Source: an optimization exercise on an open RTL-to-GDS flow (aim: small area, a short achievable clock period and few clock cycles). Production flows keep margins and buffers that such runs may drop. Only simulation tests tie the RTL to the original design; equivalence was not proved. Power and IR drop assume default switching activity.

pepper:
// accelerator
module accelerator(
input clk,
input reset_n,
output SDRAM_readn,
output SDRAM_writen,
output SDRAM_chipselect,
input SDRAM_waitrequest,
output [31:0] SDRAM_address,
output [1:0] SDRAM_byteenable,
input SDRAM_readdatavalid,
input [15:0] SDRAM_readdata,
output [15:0] SDRAM_writedata,
input start,
output done
);
For scale: roughly 2300 cells after synthesis, ~23000 um2 of cells after synthesis.
clock: 7.5 ns
lec_check: 0
abc_area: 1
abc_clock_period_in_ps: 2500
cap_margin: 5
core_margin: 2
core_utilization: 60
cts_buf_list: sky130_fd_sc_hd__clkbuf_8
cts_cluster_diameter: 60
cts_cluster_size: 16
place_density: 0.75
setup_slack_margin: 4.5
slew_margin: 5
run.sh (not shown) runs the stock make flow with config.mk's settings and CLKGATE_MAP_FILE= SYNTH_SCRIPT=/design/flow/synth_recipe.tcl, a recipe that flattens the netlist after the stock synthesis.
Testbench counts of pepper, summed over its fixed seeds: cycles 376,972.
[inputs] xenon vs pepper
- changing SETUP_SLACK_MARGIN from 4.5 to 4.9
Findings:
In terms of sequential power, pepper and xenon differ only marginally. Any difference in instance area after placement between xenon and pepper is small enough to ignore. Taking pepper as the reference, in xenon number of register bits inferred by synthesis was more or less identical; power dissipated in the clock network now sits at about the same level. Share of the clock period used by the worst path after layout: lower on xenon. Cmp xenon and pepper / total wire length after detailed routing / lower: pepper. | setup TNS after final layout | pepper vs xenon | ≈ equal |. Relative to pepper, overall power consumption has increased by 0.00018 W in xenon. Taking pepper as the reference, in xenon weighted congestion reported at the end of routability-driven placement rose about 3.4%; total half-perimeter wirelength after legalization and detailed placement now sits lower; critical path depth now sits lower.

* * *

Setup of run A:
accelerator, a different RTL version from the one above (not shown whole).
Size: roughly 430 flip-flops, roughly 22000 um2 of cells after synthesis.
clock: 7.5 ns
lec_check: 0
abc_area: 1
abc_clock_period_in_ps: 2500
cap_margin: 5
core_margin: 2
core_utilization: 55
cts_buf_list: sky130_fd_sc_hd__clkbuf_8
cts_cluster_diameter: 60
cts_cluster_size: 16
place_density: 0.7
setup_slack_margin: 4.7
slew_margin: 5
Testbench counts of run A, summed over its fixed seeds: cycles 376,972.
What run B does differently from run A at the input level:
Settings: changing CTS_CLUSTER_DIAMETER from 60 to 70; changing CTS_CLUSTER_SIZE from 16 to 18; changing PLACE_DENSITY from 0.7 to 0.75; changing CORE_UTILIZATION from 55 to 60.
[summary]
The critical path launch point comes out o_addr[14] in one run and u_sctr.r[0] in the other, namely in run A and run B respectively. Against run A, number of clock buffers in the layout in run B fell by a few percent. Changes observed in run B relative to run A: placement-stage cell area was more or less identical; clock share of power went down by 0.2 points; wire length reported by the detailed router went down by 2.2%; total met2 wirelength after detailed routing went down by 2.3%; required time of the worst setup path went up by 1.89 ns.
### run B -> run C
Settings: CTS_CLUSTER_SIZE changed from 18 to 16; TNS_END_PERCENT newly set to 20; CTS_CLUSTER_DIAMETER changed from 70 to 60.
Results
| clock tree buffer count of the final layout | run C vs run B | 3 higher |. Run C vs. run B: filler-free cell count of the finished design rose by 16; relative area of non-clock buffer cells in the final design saw an increase. STATUS post-layout minimum cycle time: run C loses against run B. The design area of run C was inferior to that of run B. Sequential power essentially unchanged between run B and run C. Run C vs. run B: first-iteration DRC count went up, cell leakage power went up.
Inputs modified between run C and run D:
Settings: clearing TNS_END_PERCENT, which used to be 20; swapping 4.7 for 4.8 in SETUP_SLACK_MARGIN.
==> comparison <==
- Run D vs run C: register-to-register slack down
- Combinational share of power was lower in the run labelled run C.
- Compared with run C, total power in run D increased slightly.
- When run D is measured against run C, its maximum frequency turns out 0.0042 GHz higher.
- Diff run C -> run D | cell-internal power | increase of about 0.44%
- Changes observed in run D relative to run C: final instance area +0.52%, first-pass GRT wire length moved up.
- Run D vs run C — utilization after layout rose 0.34 points.
- Between run D and run C, the difference in fraction of met3 tracks used by global routing is negligible.
- Power consumed by combinational cells: run D and run C compared, higher one is run D
- Summary of the comparison: post-route worst setup slack is higher in run D, relative to run C.
- Type of the worst setup path: reg2reg -> run D, reg2out -> run C

* * *

## v32
The RTL this note starts from:
==> flow/design.v <==
module nn_ctr(
	input clk,
	input init,
	input step,
	output reg lay,         
	output reg bf,          
	output reg df,          
	output reg [1:0] r,     
	output reg [1:0] j,     
	output reg [5:0] k,     
	output reg [6:0] n,     
	output reg nl,          
	output reg fin,         
	output lay_last,        
	output all_last         
);
	wire wph = !bf && !df;
	wire k_last = lay ? (k == 6'd49) : (k == 6'd48);
	wire n_last = lay ? (n == 7'd99) : (n == 7'd49);
	assign lay_last = nl && n_last && !lay;
	assign all_last = nl && n_last && lay;
	always @(posedge clk) begin
		if (init) begin
			lay <= 1'b0; bf <= 1'b1; df <= 1'b0; r <= 2'd0; j <= 2'd0;
			k <= 6'd0; n <= 7'd0; nl <= 1'b0; fin <= 1'b0;
		end else if (step) begin
			r <= r + 2'd1;
			nl <= wph && (r == 2'd2) && (lay || j == 2'd3) && k_last;
			if (r == 2'd3) begin
				if (bf || df) begin
					bf <= 1'b0;
					df <= !df;
				end else if (lay || j == 2'd3) begin
					j <= 2'd0;
					if (k_last) begin
						k <= 6'd0;
						bf <= 1'b1;
						n <= n + 7'd1;
						if (n_last) begin
							if (!lay) lay <= 1'b1;
							else fin <= 1'b1;
						end
					end else begin
						k <= k + 6'd1;
						df <= 1'b1;
					end
				end else
					j <= j + 2'd1;
			end
		end
	end
endmodule
module accelerator(
input clk,
input reset_n,
output SDRAM_readn,
output SDRAM_writen,
output SDRAM_chipselect,
input SDRAM_waitrequest,
output [31:0] SDRAM_address,
output [1:0] SDRAM_byteenable,
input SDRAM_readdatavalid,
input [15:0] SDRAM_readdata,
output [15:0] SDRAM_writedata,
input start,
output done
);
assign SDRAM_chipselect = 1'b1;
assign SDRAM_byteenable = 2'b11;
localparam [16:0] B1_W = 17'd20000;
localparam [16:0] W1_W = 17'd20400;
localparam [16:0] Z1_W = 17'd71600;
localparam [16:0] Z2_W = 17'd91600;
localparam S_IDLE = 3'd0;
localparam S_RUN  = 3'd1;
localparam S_BAR  = 3'd2;
localparam S_END  = 3'd3;
localparam S_DONE = 3'd4;
reg [2:0] st;
reg done_r;
reg o_rd, o_wr;
reg [16:0] o_addr;
reg [3:0] o_wd;
assign SDRAM_readn = ~o_rd;
assign SDRAM_writen = ~o_wr;
assign SDRAM_address = {14'd0, o_addr, 1'b0};
assign SDRAM_writedata = {3'd0, o_wd[3], 3'd0, o_wd[2], 3'd0, o_wd[1], 3'd0, o_wd[0]};
assign done = done_r;
wire idle = (st == S_IDLE);
wire adv = !(o_rd || o_wr) || !SDRAM_waitrequest;
reg rv_q;
reg [15:0] rd_q;
always @(posedge clk) begin
	rv_q <= SDRAM_readdatavalid;
	rd_q <= SDRAM_readdata;
end
reg wpend;             
wire issue_wr = adv && wpend;
wire issue_rd = adv && !wpend && (st == S_RUN);
wire s_lay, s_bf, s_df, s_nl, s_fin;
wire [1:0] s_r, s_j;
wire [5:0] s_k;
wire [6:0] s_n;
wire s_lay_last, s_all_last;
nn_ctr u_sctr(.clk(clk), .init(idle), .step(issue_rd),
	.lay(s_lay), .bf(s_bf), .df(s_df), .r(s_r), .j(s_j), .k(s_k), .n(s_n), .nl(s_nl), .fin(s_fin),
	.lay_last(s_lay_last), .all_last(s_all_last));
wire p_lay, p_bf, p_df, p_nl, p_fin;
wire [1:0] p_r, p_j;
wire [5:0] p_k;
wire [6:0] p_n;
wire p_lay_last, p_all_last;
nn_ctr u_pctr(.clk(clk), .init(idle), .step(rv_q),
	.lay(p_lay), .bf(p_bf), .df(p_df), .r(p_r), .j(p_j), .k(p_k), .n(p_n), .nl(p_nl), .fin(p_fin),
	.lay_last(p_lay_last), .all_last(p_all_last));
reg [3:0] wi;          
reg w_lay;
reg [3:0] res [0:3];   
reg [16:0] a_base;
reg [8:0] a_off;
always @(*) begin
	if (wpend) begin
		if (!w_lay) begin
			a_base = Z1_W - 17'd1 + 17'd50 * wi[1:0];
			a_off = {2'd0, p_n};
		end else begin
			a_base = Z2_W - 17'd204 + 17'd200 * wi[3:2];
			a_off = {p_n, wi[1:0]};
		end
	end else if (s_bf) begin
		a_base = B1_W;
		a_off = {s_n, s_r};
	end else if (!s_lay) begin
		a_base = 17'd49 * s_r;
		a_off = {3'd0, s_k};
	end else begin
		a_base = Z1_W + 17'd50 * s_r;
		a_off = {3'd0, s_k};
	end
end
wire [16:0] a_sum = a_base + a_off;
wire s_isw = !s_bf && !s_df;
reg [16:0] s_w;        
reg [16:0] s_wstep;
always @(*) begin
	if (s_nl)
		s_wstep = 17'd1;
	else if (s_r != 2'd3)
		s_wstep = s_lay ? 17'd50 : 17'd196;
	else
		s_wstep = s_lay ? (17'd1 - 17'd150) : (17'd1 - 17'd588);
end
always @(posedge clk) begin
	if (idle)
		s_w <= W1_W;
	else if (issue_rd && s_isw)
		s_w <= s_w + s_wstep;
end
reg [15:0] img [0:3];
reg signed [14:0] acc0 [0:3];
reg signed [14:0] acc1 [0:3];
reg signed [14:0] acc2 [0:3];
reg signed [14:0] acc3 [0:3];
wire signed [14:0] bclamp = (rd_q[15:13] == 3'b000 || rd_q[15:13] == 3'b111) ? rd_q[14:0] :
                            (rd_q[15] ? 15'h6000 : 15'h1fff);
wire [3:0] zor = {|rd_q[15:12], |rd_q[11:8], |rd_q[7:4], |rd_q[3:0]};
function signed [5:0] wsum;
	input [15:0] w;
	input [3:0] m;
	reg signed [5:0] t0, t1, t2, t3;
	begin
		t0 = m[0] ? {{2{w[3]}},  w[3:0]}   : 6'sd0;
		t1 = m[1] ? {{2{w[7]}},  w[7:4]}   : 6'sd0;
		t2 = m[2] ? {{2{w[11]}}, w[11:8]}  : 6'sd0;
		t3 = m[3] ? {{2{w[15]}}, w[15:12]} : 6'sd0;
		wsum = (t0 + t1) + (t2 + t3);
	end
endfunction
reg q_v, q_b;
reg signed [14:0] q_bias;
reg signed [5:0] q_d [0:3];
reg e0, e1;     
integer i;
always @(posedge clk) begin
	q_v <= rv_q && !p_df;
	q_b <= p_bf;
	q_bias <= bclamp;
	for (i = 0; i < 4; i = i + 1)
		q_d[i] <= wsum(rd_q, img[i][3:0]);
	for (i = 0; i < 4; i = i + 1)
		if (rv_q && p_df && p_r == i)
			img[i] <= {rd_q[15:4], p_lay ? zor : rd_q[3:0]};
		else if (rv_q && !p_df && !p_bf && p_r == 2'd3)
			img[i] <= {rd_q[15:12], img[i][15:4]};
	if (q_v)
		for (i = 0; i < 4; i = i + 1) begin
			acc0[i] <= acc1[i];
			acc1[i] <= acc2[i];
			acc2[i] <= acc3[i];
			acc3[i] <= q_b ? q_bias : acc0[i] + q_d[i];
		end
	if (e1)
		for (i = 0; i < 4; i = i + 1)
			res[i] <= {~acc3[i][14], ~acc2[i][14], ~acc1[i][14], ~acc0[i][14]};
end
wire drained = !e0 && !e1 && !wpend && !o_wr;
wire w_last = w_lay ? (wi == 4'd15) : (wi[1:0] == 2'd3);
always @(posedge clk) begin
	if (!reset_n) begin
		st <= S_IDLE;
		done_r <= 1'b0;
		o_rd <= 1'b0;
		o_wr <= 1'b0;
		wpend <= 1'b0;
		e0 <= 1'b0;
		e1 <= 1'b0;
	end else begin
		e0 <= rv_q && p_nl && !idle;
		e1 <= e0;
		case (st)
		S_IDLE: if (start) st <= S_RUN;
		S_RUN:  if (issue_rd && s_lay_last) st <= S_BAR;
		        else if (issue_rd && s_all_last) st <= S_END;
		S_BAR:  if (p_lay && drained) st <= S_RUN;
		S_END:  if (p_fin && drained) begin st <= S_DONE; done_r <= 1'b1; end
		S_DONE: if (!start) begin st <= S_IDLE; done_r <= 1'b0; end
		default: st <= S_IDLE;
		endcase
		if (adv) begin
			o_wr <= wpend;
			o_rd <= !wpend && (st == S_RUN);
		end
		if (e1)
			wpend <= 1'b1;
		else if (issue_wr && w_last)
			wpend <= 1'b0;
	end
end
always @(posedge clk) begin
	if (adv) begin
		o_addr <= (!wpend && s_isw) ? s_w : a_sum;
		o_wd <= w_lay ? {3'd0, res[wi[3:2]][wi[1:0]]} : res[wi[1:0]];
	end
	if (idle) begin
		wi <= 4'd0;
		w_lay <= 1'b0;
	end else if (issue_wr) begin
		if (w_last) begin
			wi <= 4'd0;
			w_lay <= p_lay;
		end else
			wi <= wi + 4'd1;
	end
end
endmodule
Settings: LEC_CHECK=0, ABC_AREA=1, ABC_CLOCK_PERIOD_IN_PS=2500, CAP_MARGIN=20, CORE_MARGIN=2, CORE_UTILIZATION=60, CTS_BUF_LIST=sky130_fd_sc_hd__clkbuf_8, CTS_CLUSTER_DIAMETER=60, CTS_CLUSTER_SIZE=16, PLACE_DENSITY=0.75, SETUP_SLACK_MARGIN=4.8, SLEW_MARGIN=20; clock period 7.5 ns.
Testbench counts of v32, summed over its fixed seeds: cycles 376,314.
Changes in v45 relative to v32:
Settings: CTS_CLUSTER_SIZE now 24, was 16; CTS_CLUSTER_DIAMETER now 80, was 60; CORE_UTILIZATION now 40, was 60; PLACE_DENSITY now 0.6, was 0.75; CTS_BUF_LIST now sky130_fd_sc_hd__clkbuf_16 sky130_fd_sc_hd__clkbuf_8, was sky130_fd_sc_hd__clkbuf_8; ABC_AREA no longer set, was 1.
Findings:
simple AND/OR/NAND/NOR gates as the combinational family with the most area after synthesis was reported by v32, and compound AO/OA/AOI/OAI gates by v45.
Sequential cell area share in v45 is 1.1 points lower than in v32
The run showing the smaller clock-buffer cell count is v45.
Taking v45 as 1.0, v32 lands at 1.18 on post-synthesis cell count.
For v5, these inputs were changed with respect to v45:
Settings: changing CAP_MARGIN from 20 to 0; changing CTS_BUF_LIST from sky130_fd_sc_hd__clkbuf_16 sky130_fd_sc_hd__clkbuf_8 to sky130_fd_sc_hd__clkbuf_8; setting ABC_AREA to 1 for the first time; changing CORE_UTILIZATION from 40 to 60; changing SLEW_MARGIN from 20 to 0; changing CTS_CLUSTER_DIAMETER from 80 to 50; changing PLACE_DENSITY from 0.6 to 0.75; removing ABC_CLOCK_PERIOD_IN_PS (formerly 2500); changing CTS_CLUSTER_SIZE from 24 to 12.
Findings:
v5 finished every step from synthesis to the final layout, and the layout passed the timing, DRC and antenna checks. v5 vs v45 — total power consumption of the routed design climbed slightly. For v5, the endpoint of the worst setup timing path was SDRAM_address[1], unlike v45, where it was q_d[1][5]. v5 against v45: worst setup slack after layout saw an increase, number of distinct library cell variants in the gate-level netlist after synthesis shows a reduction of 25%, count of plain and timing-repair buffers moved down.
Edits applied to the flow inputs when going from v5 to v24:
Settings: SLEW_MARGIN: 0 -> 20; SETUP_SLACK_MARGIN: 4.8 -> 5.0; PLACE_DENSITY: 0.75 -> 0.6; CTS_CLUSTER_SIZE: 12 -> unset; CTS_CLUSTER_DIAMETER: 50 -> unset; CAP_MARGIN: 0 -> 20; ABC_AREA: 1 -> unset; CORE_UTILIZATION: 60 -> 40; ABC_CLOCK_PERIOD_IN_PS: unset -> 2500; CTS_BUF_LIST: sky130_fd_sc_hd__clkbuf_8 -> unset.
Results
- Side by side, critical path depth turned out higher in v24 than in v5.
- For layout multi-input combinational cell count, dividing the value from v5 by the value from v24 gives 1.16.
- Going from v5 to v24, cell count after synthesis now sits lower; cell area higher.
What v1 does differently from v24 at the input level:
Settings: CORE_UTILIZATION changed from 40 to 60; CTS_CLUSTER_SIZE newly set to 16; SLEW_MARGIN changed from 20 to 5; PLACE_DENSITY changed from 0.6 to 0.75; ABC_AREA newly set to 1; CTS_BUF_LIST newly set to sky130_fd_sc_hd__clkbuf_8; CTS_CLUSTER_DIAMETER newly set to 60; SETUP_SLACK_MARGIN changed from 5.0 to 4.8; CAP_MARGIN changed from 20 to 5.
Results
- Non-clock buffer count for v1 is lower than for v24.
- [v1 vs v24] post-place instance area: lower in v1
- v1 vs. v24: total number of vias shows an increase of 12%, routed wire length shows an increase of 2.2%, critical path depth shows a reduction of 10, total power shows a reduction of about 12%.
- Proportion of cell area spent on the clock network ended up 2.5 points lower on v1 than on v24.
> inputs changed (v1 -> v12)
Settings: a change of PLACE_DENSITY from 0.75 to 0.6; a change of CAP_MARGIN from 5 to 20; a change of SETUP_SLACK_MARGIN from 4.8 to 5.0; a change of CORE_UTILIZATION from 60 to 40; a change of SLEW_MARGIN from 5 to 20.
## What came out
In the metrics for v1 and v12, the one carrying the lower final critical path time including I/O delays and setup is v1. Looking at proportion of cell area occupied by multi-input gates, v12 sits 0.56 points higher than v1 does. Between v12 and v1, the final hold violation count figures differ only marginally. Largest net degree at the start of global routing in v12 vs v1: down about 2.2%.

## afterwards: timing with drivers on the ports
In the flow no input, the clock included, has a driving cell. The finished layouts below were timed again as built, in two steps.
Step 1, drivers: a clkbuf_16 drives clk and a buf_2 each remaining input, both assumed.
Step 2, shift: input delay + t, output delay - t, t = (earliest + latest rising clock arrival at the registers) / 2. This alone moves slack from input paths to output paths.
Slacks: ideal / step 1 / step 2; pairs: ideal / step 1.
| run | t, ns | slack for setup (ns) | worst setup path at the end | latest minus earliest clock arrival (ns) | worst register clock-pin slew, ns |
|---|---|---|---|---|---|
| pepper | 0.675 | 4.615 / 4.591 / 3.973 | input to register | 0.042 / 0.042 | 0.11 / 0.11 |
| xenon | 0.633 | 4.788 / 4.738 / 4.501 | input to register | 0.053 / 0.053 | 0.10 / 0.10 |
| run A | 0.675 | 4.748 / 4.690 / 4.137 | input to register | 0.026 / 0.026 | 0.10 / 0.10 |
| run B | 0.660 | 4.676 / 4.676 / 4.209 | input to register | 0.029 / 0.028 | 0.11 / 0.11 |
| run C | 0.667 | 4.664 / 4.614 / 4.190 | input to register | 0.032 / 0.033 | 0.10 / 0.10 |
| run D | 0.661 | 4.697 / 4.697 / 4.544 | input to register | 0.032 / 0.033 | 0.11 / 0.11 |
| v32 | 0.675 | 4.775 / 4.727 / 4.233 | input to register | 0.032 / 0.032 | 0.11 / 0.11 |
| v45 | 0.636 | 4.644 / 4.644 / 4.292 | input to register | 0.044 / 0.044 | 0.10 / 0.10 |
| v5 | 0.682 | 4.754 / 4.706 / 4.251 | input to register | 0.025 / 0.026 | 0.09 / 0.09 |
| v24 | 0.654 | 4.613 / 4.613 / 4.505 | input to register | 0.028 / 0.028 | 0.06 / 0.06 |
| v1 | 0.675 | 4.774 / 4.726 / 4.238 | input to register | 0.035 / 0.035 | 0.11 / 0.11 |
| v12 | 0.686 | 4.759 / 4.703 / 4.428 | input to register | 0.046 / 0.046 | 0.11 / 0.11 |
After both steps every run listed still meets setup and hold. For pepper, which loses most, drivers alone change the setup slack by -0.024 ns; drivers and shift together by -0.642 ns.
